What follows belongs to an exercise in optimizing a design on an open flow for small area; a production flow would make more cautious choices.
In this exercise RTL edits were held to simulation tests only and were not proved equivalent to the original.
Power is estimated from default activity; no workload was simulated.

[run.sh]
#!/bin/bash
# synth_recipe.tcl (not shown) runs the flow's synth.tcl, then flattens the netlist and writes it again
# the make line also repeats each setting of config.mk as NAME=value (left out here)
make -C /OpenROAD-flow-scripts/flow DESIGN_CONFIG=/design/flow/config.mk WORK_HOME=/design/flow/orfs CLKGATE_MAP_FILE= SYNTH_SCRIPT=/design/flow/synth_recipe.tcl finish
[config.mk]
export PLATFORM = sky130hd
export DESIGN_NAME = hex_network
export DESIGN_NICKNAME = hex_network
export VERILOG_FILES = /design/flow/design.v
export SDC_FILE = /design/flow/constraint.sdc
export NUM_CORES = 8
export LEC_CHECK = 0
export CAP_MARGIN = 20
export CORE_MARGIN = 2
export CORE_UTILIZATION = 40
export PLACE_DENSITY = 0.6
export SLEW_MARGIN = 20
[constraint.sdc]
create_clock -name core_clock -period 12.0 [get_ports {i_clk}]
set_input_delay 2.4000 -clock core_clock [delete_from_list [all_inputs] [get_ports {i_clk}]]
set_output_delay 2.4000 -clock core_clock [all_outputs]
set_load 0.01 [all_outputs]
[design.v]
package hex_pkg;
  localparam MEM_ADDR_WIDTH = 21;
  localparam MEM_ADDR_MSB = MEM_ADDR_WIDTH-1;
  localparam MEM_ADDR_WORD_LSB = 2;
  localparam MEM_ADDR_BYTE_LSB = 0;
  localparam MEM_WIDTH = 32;
  localparam MEM_DEPTH = 1 << (MEM_ADDR_WIDTH - 2);
  localparam DATA_WIDTH = 32;
  localparam INSTR_OPC_WIDTH = 4;
  localparam INSTR_OPR_WIDTH = 4;
  localparam INSTR_WIDTH = INSTR_OPC_WIDTH + INSTR_OPR_WIDTH;
  localparam SYSCALL_OPC_WIDTH = 2;
  localparam NUM_LINKS = 4;
  localparam NUM_CORES = 4;
  localparam SLOT_W    = $clog2(NUM_LINKS);  
  localparam CID_W     = $clog2(NUM_CORES);  
  typedef logic [MEM_ADDR_WIDTH-1:0]  iaddr_t;  
  typedef logic [MEM_ADDR_WIDTH-1:2]  waddr_t;  
  typedef logic [MEM_WIDTH-1:0]       data_t;
  typedef logic [INSTR_OPR_WIDTH-1:0] operand_t;
  typedef enum logic [INSTR_OPC_WIDTH-1:0] {
    LDAM = 'h0,
    LDBM = 'h1,
    STAM = 'h2,
    LDAC = 'h3,
    LDBC = 'h4,
    LDAP = 'h5,
    LDAI = 'h6,
    LDBI = 'h7,
    STAI = 'h8,
    BR   = 'h9,
    BRZ  = 'hA,
    BRN  = 'hB,
    OPR  = 'hD,
    PFIX = 'hE,
    NFIX = 'hF
  } opcode_t;
  typedef enum logic [INSTR_OPR_WIDTH-1:0] {
    BRB = 0,
    ADD = 1,
    SUB = 2,
    SVC = 3,
    IN  = 4,
    OUT = 5
  } opr_opcode_t;
  typedef enum logic [SYSCALL_OPC_WIDTH-1:0] {
    EXIT  = 0,
    WRITE = 1,
    READ  = 2
  } syscall_t;
  typedef struct packed {
    opcode_t  opcode;
    operand_t operand;
  } instr_t;
  typedef logic [CID_W-1:0]  core_id_t;
  typedef logic [SLOT_W-1:0] slot_t;
  typedef struct packed {
    core_id_t dst_core;
    slot_t    dst_slot;
    core_id_t src_core;
    data_t    word;
  } data_flit_t;
  typedef struct packed {
    core_id_t dst_core;
  } ack_flit_t;
endpackage
module processor
  (
    input logic               i_rst,
    input logic               i_clk,
    output logic              o_f_valid,
    output hex_pkg::iaddr_t   o_f_addr,
    input  hex_pkg::instr_t   i_f_data,
    output logic              o_d_valid,
    output logic              o_d_we,
    output hex_pkg::waddr_t   o_d_addr,
    output hex_pkg::data_t    o_d_data,
    input  hex_pkg::data_t    i_d_data,
    output logic              o_syscall_valid,
    output hex_pkg::syscall_t o_syscall,
    output logic              o_op_out,
    output logic              o_op_in,
    output hex_pkg::slot_t    o_chan_slot,
    output hex_pkg::data_t    o_chan_areg,
    input  logic              i_liu_busy,
    input  hex_pkg::data_t    i_liu_in_word
  );
  hex_pkg::iaddr_t   pc_q;
  hex_pkg::data_t    areg_q;
  hex_pkg::data_t    breg_q;
  hex_pkg::data_t    oreg_q;
  hex_pkg::instr_t   instr;
  logic              instr_svc;
  logic              instr_in;
  logic              instr_out;
  logic              stall;
  hex_pkg::iaddr_t   pc_d;
  hex_pkg::data_t    areg_d;
  hex_pkg::data_t    breg_d;
  hex_pkg::data_t    oreg_d;
  hex_pkg::data_t    opr_d;
  hex_pkg::iaddr_t   opr_iaddr;
  hex_pkg::opcode_t  instr_opc;
  hex_pkg::operand_t instr_opr;
  always_ff @(posedge i_clk or posedge i_rst)
    if (i_rst) begin
      pc_q   <= '0;
      areg_q <= '0;
      breg_q <= '0;
      oreg_q <= '0;
    end else if (!stall) begin
      pc_q   <= pc_d;
      areg_q <= areg_d;
      breg_q <= breg_d;
      oreg_q <= oreg_d;
    end
  assign o_f_valid = 1'b1;
  assign o_f_addr = pc_q;
  assign instr = i_f_data;
  assign instr_opc = instr.opcode;
  assign instr_opr = instr.operand;
  assign instr_svc = instr.opcode == hex_pkg::OPR && instr.operand == hex_pkg::SVC;
  assign instr_in  = instr.opcode == hex_pkg::OPR && instr.operand == hex_pkg::IN;
  assign instr_out = instr.opcode == hex_pkg::OPR && instr.operand == hex_pkg::OUT;
  assign o_op_out    = instr_out;
  assign o_op_in     = instr_in;
  assign o_chan_slot = breg_q[hex_pkg::SLOT_W-1:0];
  assign o_chan_areg = areg_q;
  assign stall       = (instr_in || instr_out) && i_liu_busy;
  assign opr_d = oreg_q | {28'b0, instr.operand};
  always_comb begin
    pc_d = {pc_q + 20'b1};
    unique case (instr.opcode)
      hex_pkg::BR:
        pc_d = {pc_d + signed'(opr_d[hex_pkg::MEM_ADDR_WIDTH-1:0])};
      hex_pkg::BRZ:
        pc_d = (areg_q == '0) ? {pc_d + signed'(opr_d[hex_pkg::MEM_ADDR_WIDTH-1:0])} : pc_d;
      hex_pkg::BRN:
        pc_d = (signed'(areg_q) < 0) ? {pc_d + signed'(opr_d[hex_pkg::MEM_ADDR_WIDTH-1:0])} : pc_d;
      hex_pkg::OPR:
        pc_d = (instr.operand == hex_pkg::BRB) ? breg_q[hex_pkg::MEM_ADDR_WIDTH-1:0] : pc_d;
      default:;
    endcase
  end
  always_comb begin
    unique case (instr.opcode)
      hex_pkg::PFIX: oreg_d = opr_d << 4;
      hex_pkg::NFIX: oreg_d = 32'hFFFFFF00 | (opr_d << 4);
      default:       oreg_d = 0;
    endcase
  end
  always_comb begin
    areg_d = areg_q;
    unique case (instr.opcode)
      hex_pkg::LDAM: areg_d = i_d_data;
      hex_pkg::LDAC: areg_d = opr_d;
      hex_pkg::LDAP: areg_d = {11'b0, pc_d + signed'(opr_d[hex_pkg::MEM_ADDR_WIDTH-1:0])};
      hex_pkg::LDAI: areg_d = i_d_data;
      hex_pkg::OPR:
        unique case(instr.operand)
          hex_pkg::ADD: areg_d = {areg_q + breg_q};
          hex_pkg::SUB: areg_d = {areg_q - breg_q};
          hex_pkg::IN:  areg_d = i_liu_in_word;
          default:;
        endcase
      default:;
    endcase
  end
  always_comb begin
    breg_d = breg_q;
    unique case (instr.opcode)
      hex_pkg::LDBM,
      hex_pkg::LDBI: breg_d = i_d_data;
      hex_pkg::LDBC: breg_d = opr_d;
      default:;
    endcase
  end
  assign o_d_valid = (instr.opcode == hex_pkg::LDAM) || (instr.opcode == hex_pkg::LDBM) ||
                     (instr.opcode == hex_pkg::STAM) || (instr.opcode == hex_pkg::LDAI) ||
                     (instr.opcode == hex_pkg::LDBI) || (instr.opcode == hex_pkg::STAI);
  assign o_d_we = (instr.opcode == hex_pkg::STAM) || (instr.opcode == hex_pkg::STAI);
  always_comb begin
    o_d_addr = '0;
    unique case (instr.opcode)
      hex_pkg::LDAM,
      hex_pkg::LDBM,
      hex_pkg::STAM:
        o_d_addr = opr_d[hex_pkg::MEM_ADDR_WIDTH-3:0];
      hex_pkg::LDAI:
        o_d_addr = {areg_q[hex_pkg::MEM_ADDR_WIDTH-3:0]
                     + signed'(opr_d[hex_pkg::MEM_ADDR_WIDTH-3:0])};
      hex_pkg::LDBI,
      hex_pkg::STAI:
        o_d_addr = {breg_q[hex_pkg::MEM_ADDR_WIDTH-3:0]
                     + signed'(opr_d[hex_pkg::MEM_ADDR_WIDTH-3:0])};
      default:;
    endcase
  end
  assign o_d_data = areg_q;
  assign o_syscall_valid = instr_svc;
  assign o_syscall = hex_pkg::syscall_t'(areg_q);
endmodule
module link_interface (
    input  logic               i_clk,
    input  logic               i_rst,
    input  hex_pkg::core_id_t  i_core_id,
    input  logic               i_op_out,
    input  logic               i_op_in,
    input  hex_pkg::slot_t     i_slot,
    input  hex_pkg::data_t     i_areg,
    output logic               o_busy,
    output logic               o_done,
    output hex_pkg::data_t     o_in_word,
    input  logic               i_cfg_we,
    input  hex_pkg::slot_t     i_cfg_slot,
    input  hex_pkg::core_id_t  i_cfg_dst_core,
    input  hex_pkg::slot_t     i_cfg_dst_slot,
    output logic                o_dnet_valid,
    output hex_pkg::core_id_t   o_dnet_dst,
    output hex_pkg::data_flit_t o_dnet_flit,
    input  logic                i_dnet_in_ready,
    input  logic                i_dnet_valid,
    input  hex_pkg::data_flit_t i_dnet_flit,
    output logic                o_dnet_out_ready,
    output logic               o_anet_valid,
    output hex_pkg::core_id_t  o_anet_dst,
    output hex_pkg::ack_flit_t o_anet_flit,
    input  logic               i_anet_in_ready,
    input  logic               i_anet_valid,
    input  hex_pkg::ack_flit_t i_anet_flit,
    output logic               o_anet_out_ready
  );
  hex_pkg::core_id_t rt_core [hex_pkg::NUM_LINKS];
  hex_pkg::slot_t    rt_slot [hex_pkg::NUM_LINKS];
  always_ff @(posedge i_clk)
    if (i_cfg_we) begin
      rt_core[i_cfg_slot] <= i_cfg_dst_core;
      rt_slot[i_cfg_slot] <= i_cfg_dst_slot;
    end
  logic [hex_pkg::NUM_LINKS-1:0] rx_valid;
  hex_pkg::core_id_t             rx_src  [hex_pkg::NUM_LINKS];
  hex_pkg::data_t                rx_word [hex_pkg::NUM_LINKS];
  assign o_dnet_out_ready = i_dnet_valid && !rx_valid[i_dnet_flit.dst_slot];
  assign o_anet_out_ready = 1'b1;
  typedef enum logic [1:0] { IDLE, OUT_SEND, OUT_WAIT, IN_ACK } state_t;
  state_t st;
  always_comb begin
    o_dnet_valid = 1'b0;
    o_dnet_dst   = '0;
    o_dnet_flit  = '0;
    o_anet_valid = 1'b0;
    o_anet_dst   = '0;
    o_anet_flit  = '0;
    o_done       = 1'b0;
    o_in_word    = rx_word[i_slot];
    o_busy       = (i_op_out || i_op_in);
    unique case (st)
      OUT_SEND: begin
        o_dnet_valid         = 1'b1;
        o_dnet_dst           = rt_core[i_slot];
        o_dnet_flit.dst_core = rt_core[i_slot];
        o_dnet_flit.dst_slot = rt_slot[i_slot];
        o_dnet_flit.src_core = i_core_id;
        o_dnet_flit.word     = i_areg;
      end
      OUT_WAIT: begin
        if (i_anet_valid) o_done = 1'b1;  
      end
      IN_ACK: begin
        o_anet_valid         = 1'b1;
        o_anet_dst           = rx_src[i_slot];
        o_anet_flit.dst_core = rx_src[i_slot];
        if (i_anet_in_ready) o_done = 1'b1;
      end
      default: ;  
    endcase
    if (o_done) o_busy = 1'b0;
  end
  always_ff @(posedge i_clk or posedge i_rst)
    if (i_rst) begin
      st <= IDLE;
      rx_valid <= '0;
    end else begin
      if (i_dnet_valid && o_dnet_out_ready) begin
        rx_valid[i_dnet_flit.dst_slot] <= 1'b1;
        rx_src  [i_dnet_flit.dst_slot] <= i_dnet_flit.src_core;
        rx_word [i_dnet_flit.dst_slot] <= i_dnet_flit.word;
      end
      unique case (st)
        IDLE: begin
          if (i_op_out)                         st <= OUT_SEND;
          else if (i_op_in && rx_valid[i_slot]) st <= IN_ACK;
        end
        OUT_SEND: if (i_dnet_in_ready) st <= OUT_WAIT;
        OUT_WAIT: if (i_anet_valid)    st <= IDLE;
        IN_ACK:   if (i_anet_in_ready) begin
                    rx_valid[i_slot] <= 1'b0;
                    st <= IDLE;
                  end
      endcase
    end
endmodule
module router #(
    parameter int FLIT_W = 32
  ) (
    input  logic                          i_clk,
    input  logic                          i_rst,
    input  logic [hex_pkg::NUM_CORES-1:0] i_in_valid,
    input  logic [hex_pkg::NUM_CORES*hex_pkg::CID_W-1:0] i_in_dst_flat,
    input  logic [hex_pkg::NUM_CORES*FLIT_W-1:0]         i_in_flit_flat,
    output logic [hex_pkg::NUM_CORES-1:0] o_in_ready,
    output logic [hex_pkg::NUM_CORES-1:0] o_out_valid,
    output logic [hex_pkg::NUM_CORES*FLIT_W-1:0]         o_out_flit_flat,
    input  logic [hex_pkg::NUM_CORES-1:0] i_out_ready
  );
  localparam int N = hex_pkg::NUM_CORES;
  hex_pkg::core_id_t    i_in_dst   [N];
  logic [FLIT_W-1:0]    i_in_flit  [N];
  logic [FLIT_W-1:0]    o_out_flit [N];
  always_comb
    for (int i = 0; i < N; i++) begin
      i_in_dst[i]  = i_in_dst_flat[i*hex_pkg::CID_W +: hex_pkg::CID_W];
      i_in_flit[i] = i_in_flit_flat[i*FLIT_W +: FLIT_W];
      o_out_flit_flat[i*FLIT_W +: FLIT_W] = o_out_flit[i];
    end
  logic [N-1:0]         ibuf_valid;
  hex_pkg::core_id_t    ibuf_dst  [N];
  logic [FLIT_W-1:0]    ibuf_flit [N];
  logic [N-1:0]         obuf_valid;
  logic [FLIT_W-1:0]    obuf_flit [N];
  hex_pkg::core_id_t    rr [N];
  always_comb
    for (int i = 0; i < N; i++)
      o_in_ready[i] = !ibuf_valid[i];
  logic [N-1:0]      grant_vld;
  hex_pkg::core_id_t grant_idx [N];
  hex_pkg::core_id_t cand;
  always_comb begin
    cand = '0;
    for (int j = 0; j < N; j++) begin
      grant_vld[j] = 1'b0;
      grant_idx[j] = '0;
      for (int k = 0; k < N; k++) begin
        cand = hex_pkg::core_id_t'((int'(rr[j]) + k) % N);
        if (!grant_vld[j] && ibuf_valid[cand] && (ibuf_dst[cand] == j[hex_pkg::CID_W-1:0])) begin
          grant_vld[j] = 1'b1;
          grant_idx[j] = cand;
        end
      end
    end
  end
  assign o_out_valid = obuf_valid;
  always_comb
    for (int j = 0; j < N; j++)
      o_out_flit[j] = obuf_flit[j];
  always_ff @(posedge i_clk or posedge i_rst)
    if (i_rst) begin
      ibuf_valid <= '0;
      obuf_valid <= '0;
      for (int i = 0; i < N; i++) rr[i] <= '0;
    end else begin
      for (int i = 0; i < N; i++)
        if (!ibuf_valid[i] && i_in_valid[i]) begin
          ibuf_valid[i] <= 1'b1;
          ibuf_dst[i]   <= i_in_dst[i];
          ibuf_flit[i]  <= i_in_flit[i];
        end
      for (int j = 0; j < N; j++) begin
        if (obuf_valid[j] && i_out_ready[j])
          obuf_valid[j] <= 1'b0;
        if ((!obuf_valid[j] || i_out_ready[j]) && grant_vld[j]) begin
          obuf_valid[j]            <= 1'b1;
          obuf_flit[j]             <= ibuf_flit[grant_idx[j]];
          ibuf_valid[grant_idx[j]] <= 1'b0;
          rr[j]                    <= hex_pkg::core_id_t'((int'(grant_idx[j]) + 1) % N);
        end
      end
    end
endmodule
module hex_network
  (
    input  logic               i_clk,
    input  logic               i_rst,
    output logic [hex_pkg::NUM_CORES*hex_pkg::MEM_ADDR_WIDTH-1:0] o_f_addr,
    input  logic [hex_pkg::NUM_CORES*hex_pkg::INSTR_WIDTH-1:0]    i_f_data,
    output logic [hex_pkg::NUM_CORES-1:0]                         o_d_valid,
    output logic [hex_pkg::NUM_CORES-1:0]                         o_d_we,
    output logic [hex_pkg::NUM_CORES*(hex_pkg::MEM_ADDR_WIDTH-2)-1:0] o_d_addr,
    output logic [hex_pkg::NUM_CORES*hex_pkg::DATA_WIDTH-1:0]     o_d_data,
    input  logic [hex_pkg::NUM_CORES*hex_pkg::DATA_WIDTH-1:0]     i_d_data,
    output logic [hex_pkg::NUM_CORES-1:0]                         o_syscall_valid,
    output logic [hex_pkg::NUM_CORES*hex_pkg::SYSCALL_OPC_WIDTH-1:0] o_syscall,
    input  logic               i_cfg_we,
    input  hex_pkg::core_id_t  i_cfg_core,
    input  hex_pkg::slot_t     i_cfg_slot,
    input  hex_pkg::core_id_t  i_cfg_dst_core,
    input  hex_pkg::slot_t     i_cfg_dst_slot
  );
  localparam int N  = hex_pkg::NUM_CORES;
  localparam int DW = 2*hex_pkg::CID_W + hex_pkg::SLOT_W + hex_pkg::DATA_WIDTH;  
  localparam int AW = hex_pkg::CID_W;                                     
  logic [N-1:0]        dnet_in_valid;
  logic [N*hex_pkg::CID_W-1:0] dnet_in_dst;
  logic [N*DW-1:0]     dnet_in_flit;
  logic [N-1:0]        dnet_in_ready;
  logic [N-1:0]        dnet_out_valid;
  logic [N*DW-1:0]     dnet_out_flit;
  logic [N-1:0]        dnet_out_ready;
  logic [N-1:0]        anet_in_valid;
  logic [N*hex_pkg::CID_W-1:0] anet_in_dst;
  logic [N*AW-1:0]     anet_in_flit;
  logic [N-1:0]        anet_in_ready;
  logic [N-1:0]        anet_out_valid;
  logic [N*AW-1:0]     anet_out_flit;
  logic [N-1:0]        anet_out_ready;
  logic [N-1:0] cfg_we;
  always_comb
    for (int k = 0; k < N; k++)
      cfg_we[k] = i_cfg_we && (i_cfg_core == k[hex_pkg::CID_W-1:0]);
  genvar k;
  generate
    for (k = 0; k < N; k++) begin : g_core
      logic           op_out;
      logic           op_in;
      hex_pkg::slot_t chan_slot;
      hex_pkg::data_t chan_areg;
      logic           liu_busy;
      logic           liu_done;
      hex_pkg::data_t liu_in_word;
      logic           f_valid;
      hex_pkg::data_flit_t dflit_in, dflit_out;
      hex_pkg::ack_flit_t  aflit_in, aflit_out;
      assign dnet_in_flit[k*DW +: DW] = dflit_out;
      assign dflit_in = dnet_out_flit[k*DW +: DW];
      assign anet_in_flit[k*AW +: AW] = aflit_out;
      assign aflit_in = anet_out_flit[k*AW +: AW];
      processor u_processor (
        .i_rst           (i_rst),
        .i_clk           (i_clk),
        .o_f_valid       (f_valid),
        .o_f_addr        (o_f_addr[k*hex_pkg::MEM_ADDR_WIDTH +: hex_pkg::MEM_ADDR_WIDTH]),
        .i_f_data        (i_f_data[k*hex_pkg::INSTR_WIDTH +: hex_pkg::INSTR_WIDTH]),
        .o_d_valid       (o_d_valid[k]),
        .o_d_we          (o_d_we[k]),
        .o_d_addr        (o_d_addr[k*(hex_pkg::MEM_ADDR_WIDTH-2) +: (hex_pkg::MEM_ADDR_WIDTH-2)]),
        .o_d_data        (o_d_data[k*hex_pkg::DATA_WIDTH +: hex_pkg::DATA_WIDTH]),
        .i_d_data        (i_d_data[k*hex_pkg::DATA_WIDTH +: hex_pkg::DATA_WIDTH]),
        .o_syscall_valid (o_syscall_valid[k]),
        .o_syscall       (o_syscall[k*hex_pkg::SYSCALL_OPC_WIDTH +: hex_pkg::SYSCALL_OPC_WIDTH]),
        .o_op_out        (op_out),
        .o_op_in         (op_in),
        .o_chan_slot     (chan_slot),
        .o_chan_areg     (chan_areg),
        .i_liu_busy      (liu_busy),
        .i_liu_in_word   (liu_in_word)
      );
      link_interface u_liu (
        .i_clk            (i_clk),
        .i_rst            (i_rst),
        .i_core_id        (k[hex_pkg::CID_W-1:0]),
        .i_op_out         (op_out),
        .i_op_in          (op_in),
        .i_slot           (chan_slot),
        .i_areg           (chan_areg),
        .o_busy           (liu_busy),
        .o_done           (liu_done),
        .o_in_word        (liu_in_word),
        .i_cfg_we         (cfg_we[k]),
        .i_cfg_slot       (i_cfg_slot),
        .i_cfg_dst_core   (i_cfg_dst_core),
        .i_cfg_dst_slot   (i_cfg_dst_slot),
        .o_dnet_valid     (dnet_in_valid[k]),
        .o_dnet_dst       (dnet_in_dst[k*hex_pkg::CID_W +: hex_pkg::CID_W]),
        .o_dnet_flit      (dflit_out),
        .i_dnet_in_ready  (dnet_in_ready[k]),
        .i_dnet_valid     (dnet_out_valid[k]),
        .i_dnet_flit      (dflit_in),
        .o_dnet_out_ready (dnet_out_ready[k]),
        .o_anet_valid     (anet_in_valid[k]),
        .o_anet_dst       (anet_in_dst[k*hex_pkg::CID_W +: hex_pkg::CID_W]),
        .o_anet_flit      (aflit_out),
        .i_anet_in_ready  (anet_in_ready[k]),
        .i_anet_valid     (anet_out_valid[k]),
        .i_anet_flit      (aflit_in),
        .o_anet_out_ready (anet_out_ready[k])
      );
    end
  endgenerate
  router #(.FLIT_W(DW)) u_dnet (
    .i_clk           (i_clk),
    .i_rst           (i_rst),
    .i_in_valid      (dnet_in_valid),
    .i_in_dst_flat   (dnet_in_dst),
    .i_in_flit_flat  (dnet_in_flit),
    .o_in_ready      (dnet_in_ready),
    .o_out_valid     (dnet_out_valid),
    .o_out_flit_flat (dnet_out_flit),
    .i_out_ready     (dnet_out_ready)
  );
  router #(.FLIT_W(AW)) u_anet (
    .i_clk           (i_clk),
    .i_rst           (i_rst),
    .i_in_valid      (anet_in_valid),
    .i_in_dst_flat   (anet_in_dst),
    .i_in_flit_flat  (anet_in_flit),
    .o_in_ready      (anet_in_ready),
    .o_out_valid     (anet_out_valid),
    .o_out_flit_flat (anet_out_flit),
    .i_out_ready     (anet_out_ready)
  );
endmodule
==> flow_metrics.env <==
export IMPL_cp_start_kind="input port"
export IMPL_routed_wl_um=339000
export IMPL_syn_inst=8690
export IMPL_hold_viol_final=0
export IMPL_synth_xor_area_share_pct=4.86
export IMPL_startpoint="i_f_data[15]"
export IMPL_p_sw_uw=8190
export IMPL_tightestPinTransition_ps=1100
export IMPL_placed_area_sq_um=96000
export IMPL_gp_congestion=0.977
export IMPL_avgSynthCellArea_sq_um=10.1
export IMPL_synth_top_cell_area_share_pct=31.0
export IMPL_path_class="input port to output pin"
export IMPL_min_delay_start="u_dnet.obuf_flit[0][24]"
export IMPL_power_density_nw_per_um2=200
export IMPL_pwr_share_clk_pct=25.2
export IMPL_track_usage_pct=29.4
export IMPL_place_port_buffers=478
export IMPL_drv_cap=0
export IMPL_yosys_area_share_simple_pct=13.3
export IMPL_cts_made_buffers=159
export IMPL_die_x_um=472
export IMPL_start_util_pct=40.3
export IMPL_hold_class="flip-flop to flip-flop"
export IMPL_drc_errors=0
export IMPL_sw_frac_of_total_pct=40.4
export IMPL_yosysSeqAreaShare_pct=45.5
export IMPL_grt_max_degree=139
export IMPL_maxSlewViolCount=0
export IMPL_first_pass_iters=19
export IMPL_outcome="timing/DRC/antenna clean"
export IMPL_clkLatencyLatePin_ps=850
export IMPL_grt_overflow=0
export IMPL_ctsLongestPathBuffers=3
export IMPL_ctsResizeCount=0
export IMPL_endpoint_kind="output pin"
export IMPL_vdd_drop_max_mv=0.260
export IMPL_synth_cell_types=102
export IMPL_worstPathRequired_ps=9600
export IMPL_fp_dieArea_sq_um=223000
export IMPL_muxShareOfSynthArea_pct=5.84
export IMPL_utilization_pct=46.6
export IMPL_drt_iter0_drc=10556
export IMPL_fin_crit_ps=10490
export IMPL_nNetsFinal=9699
export IMPL_seqPwrFrac_pct=31.9
export IMPL_first_global_vias=71660
export IMPL_viasPerCell=6.32
export IMPL_synthArstFlopShare_pct=35.9
export IMPL_clk_pin_slew_ps=60
export IMPL_synth_compound_area_share_pct=19.7
export IMPL_hpwl_um=246000
export IMPL_ctsRootBufferMaster="clkbuf_16"
export IMPL_cts_tree="built"
export IMPL_synth_top_family_by_area="compound AO/OA/AOI/OAI gates"
export IMPL_post_cts_buffers=0
export IMPL_antenna_found_initial=25
export IMPL_p_leak_uw=0.0398
export IMPL_syn_num_nets=9374
export IMPL_rows=171
export IMPL_critPathArrivalTime_ps=8090
export IMPL_synth_edf_count=907
export IMPL_fin_tns_setup_ps=0
export IMPL_synth_fa_ha_area_share_pct=7.45
export IMPL_timing_fmax_mhz=95.4
export IMPL_worst_path_max_fanout=21
export IMPL_postCtsHoldBufs=0
export IMPL_drive_gt1_share_pct=7.68
export IMPL_fin_skew_ps=43.0
export IMPL_synth_area_leader_cell="edfxtp_1"
export IMPL_vias=75966
export IMPL_rsz0062_at_grt="no"
export IMPL_ys_ff_latch=1415
export IMPL_htree_num_levels=4
export IMPL_route_antenna_remaining_nets=0
export IMPL_syn_to_final_growth_pct=15.6
export IMPL_clkSinkCount=1415
export IMPL_relSlewSlack_pct=26.5
export IMPL_r2r_start="g_core[3].u_processor.areg_q[26]"
export IMPL_timing_final_crit_share_pct=87.4
export IMPL_ys_warn_count=23
export IMPL_postLayoutCellArea_sq_um=101000
export IMPL_synth_area_leaders="edfxtp_1 (31%), dfrtp_1 (14%), ha_1 (7.1%), a21oi_1 (4.0%), a222oi_1 (3.9%)"
export IMPL_setup_slack_ps=1510
export IMPL_wl_per_cell_um=28.2
export IMPL_finalSetupViolCount=0
export IMPL_die_h_um=472
export IMPL_pre_cts_ws_ps=1590
export IMPL_p_int_uw=12100
export IMPL_ios=479
export IMPL_grt_pass1_wl_um=493000
export IMPL_synthesis_area_sq_um=87800
export IMPL_coreArea_sq_um=218000
export IMPL_p_comb_share_pct=42.9
export IMPL_synth_ff_type="edfxtp_1"
[cell families (layout without fill, tap and decap cells)]
| logic type | count (synthesis) | in the layout |
|---|---|---|
| AOI/OAI and AO/OA | 2568 | 2568 |
| and+or+nand+nor | 2497 | 2497 |
| DFF | 1415 | 1415 |
| buffers and inverters | 770 | 1230 |
| adders and majority gates | 513 | 513 |
| xor gates and xnor gates | 484 | 484 |
| muxes | 443 | 443 |
| other | 0 | 10 |
[layout by cell type (no fill, tap or decap), types with 39 or more instances in the layout]
| cell type | Yosys | layout |
|---|---|---|
| a211oi_1 | 58 | 54 |
| a21o_1 | 114 | 114 |
| a21oi_1 | 703 | 701 |
| a221oi_1 | 65 | 65 |
| a222oi_1 | 338 | 338 |
| a31oi_1 | 113 | 113 |
| and2_1 | 184 | 184 |
| and3_1 | 121 | 119 |
| buf_4 | 21 | 193 |
| clkbuf_16 | 0 | 161 |
| clkdlybuf4s50_1 | 0 | 478 |
| dfrtp_1 | 508 | 508 |
| edfxtp_1 | 907 | 907 |
| ha_1 | 497 | 478 |
| inv_1 | 256 | 256 |
| mux2_2 | 101 | 101 |
| mux2i_1 | 297 | 297 |
| mux4_2 | 45 | 45 |
| nand2_1 | 696 | 696 |
| nand2b_1 | 91 | 91 |
| nand3_1 | 129 | 129 |
| nor2_1 | 814 | 804 |
| nor2b_1 | 78 | 74 |
| nor3_1 | 159 | 132 |
| nor4_1 | 40 | 39 |
| o211ai_1 | 74 | 74 |
| o21a_1 | 71 | 71 |
| o21ai_0 | 552 | 552 |
| o21bai_1 | 44 | 43 |
| o22ai_1 | 51 | 51 |
| o31ai_1 | 56 | 56 |
| or3_1 | 52 | 52 |
| xnor2_1 | 287 | 287 |
| xor2_1 | 195 | 195 |
[cell type report]
class / count / area [sq um]
antenna: 10 / 25.0
clock buffer: 206 / 4340
clock inverter: 90 / 1080
fill: 20057 / 116000
inverter: 261 / 996
multi-input combinational: 6505 / 45200
sequential: 1415 / 39900
tap: 2854 / 3570
timing repair buffer: 673 / 6280
[per-layer routing]
metal	vias to the layer above	share of wire (%)	GRT usage, %
met5	-	0.025	0
met4	10	4.0	10.7
met3	714	9.3	5.42
met2	4058	45	45.8
met1	37645	42	40.8
li1	33539	-	-
[registers in the layout, indices dropped and copies added (netlist names), 8 cells and up]
register                   flops
g_core.u_liu.st                8
u_anet.rr                      8
u_dnet.obuf_flit             144
u_anet.ibuf_dst                8
g_core.u_liu.rt_core          32
g_core.u_processor.pc_q       84
u_dnet.rr                      8
g_core.u_liu.rt_slot          32
u_dnet.ibuf_dst                8
g_core.u_processor.oreg_q    112
g_core.u_processor.areg_q    128
g_core.u_liu.rx_valid         16
g_core.u_liu.rx_word         512
g_core.u_liu.rx_src           32
g_core.u_processor.breg_q    128
u_dnet.ibuf_flit             139
[power by group through the flow]
stage	clock, uW	sequential [uW]	combinational [uW]
after CTS	5180	6460	8560
final	5110	6470	8710
after detailed placement	0	6550	8490
after global routing	5370	6500	9330
after global placement	0	6550	8430
after floorplan	0	6170	5670
[cell usage after synthesis, types with 159 or more instances]
cell type,count
dfrtp_1,508
clkbuf_1,465
mux2i_1,297
nand2_1,696
nor2_1,814
edfxtp_1,907
nor3_1,159
xor2_1,195
ha_1,497
a21oi_1,703
and2_1,184
inv_1,256
xnor2_1,287
o21ai_0,552
a222oi_1,338
[stage by stage]
stage / std cells / hold WS (ps) / total power [uW]
4_1_cts: 12003 / 492 / 20200
6_report: 12014 / 485 / 20300
3_3_place_gp: 11706 / 465 / 15000
5_1_grt: 12006 / 501 / 21200
2_1_floorplan: 8690 / 452 / 11800
3_5_place_dp: 11707 / 479 / 15000
[path summary, 6_finish.rpt]
| path | end | slack (ps) | cells past startpoint |
|---|---|---|---|
| max | o_d_addr[36] | 1510 | 17 |
| min | g_core[0].u_liu.rx_word[3][24] | 480 | 0 |
| max reg2reg | g_core[3].u_processor.areg_q[19] | 5190 | 18 |
| min reg2reg | g_core[0].u_liu.rx_word[3][24] | 480 | 0 |
| max in group asynchronous | g_core[2].u_processor.oreg_q[10] | 7100 | 6 |
| min in group asynchronous | u_anet.ibuf_valid[3] | 2200 | 3 |
[worst max-delay path, cell delays in order]
cell	delay (ps)
clkdlybuf4s50_1	830
nor2b_1	330
nand2_1	110
nand2_1	780
mux2_2	420
ha_1	320
a21oi_1	230
nor2b_1	80
o21a_1	190
o311a_1	360
o31ai_4	330
o21ai_1	160
or4_1	420
a31oi_1	210
xnor2_1	140
a22o_1	180
clkdlybuf4s50_1	570

port drivers added, routing unchanged:
The flow's constraints put no driver on any port. The routed layout listed below was extracted and timed again, unchanged, in two steps.
Step 1 assumes that a clkbuf_16 drives the clock port and a buf_2 every other input.
Step 2 adds t to the input delays and takes it off the output delays; t is the mean of the earliest and latest rising clock arrival at the registers after step 1. Input paths then give back, and output paths get back, about the clock's delay inside the block.
a / b / c = ideal / step 1 / step 2; a / b = the first two.
shift t [ns]: 0.907
setup slack, ns: 1.515 / 1.439 / 1.439
hold slack, ns: 0.485 / 0.485 / 0.485
worst register clock-pin slew, ns: 0.07 / 0.07
After both steps setup and hold are still met in this run. The setup slack of this run moves by -0.076 ns with the drivers and by -0.076 ns with both steps.
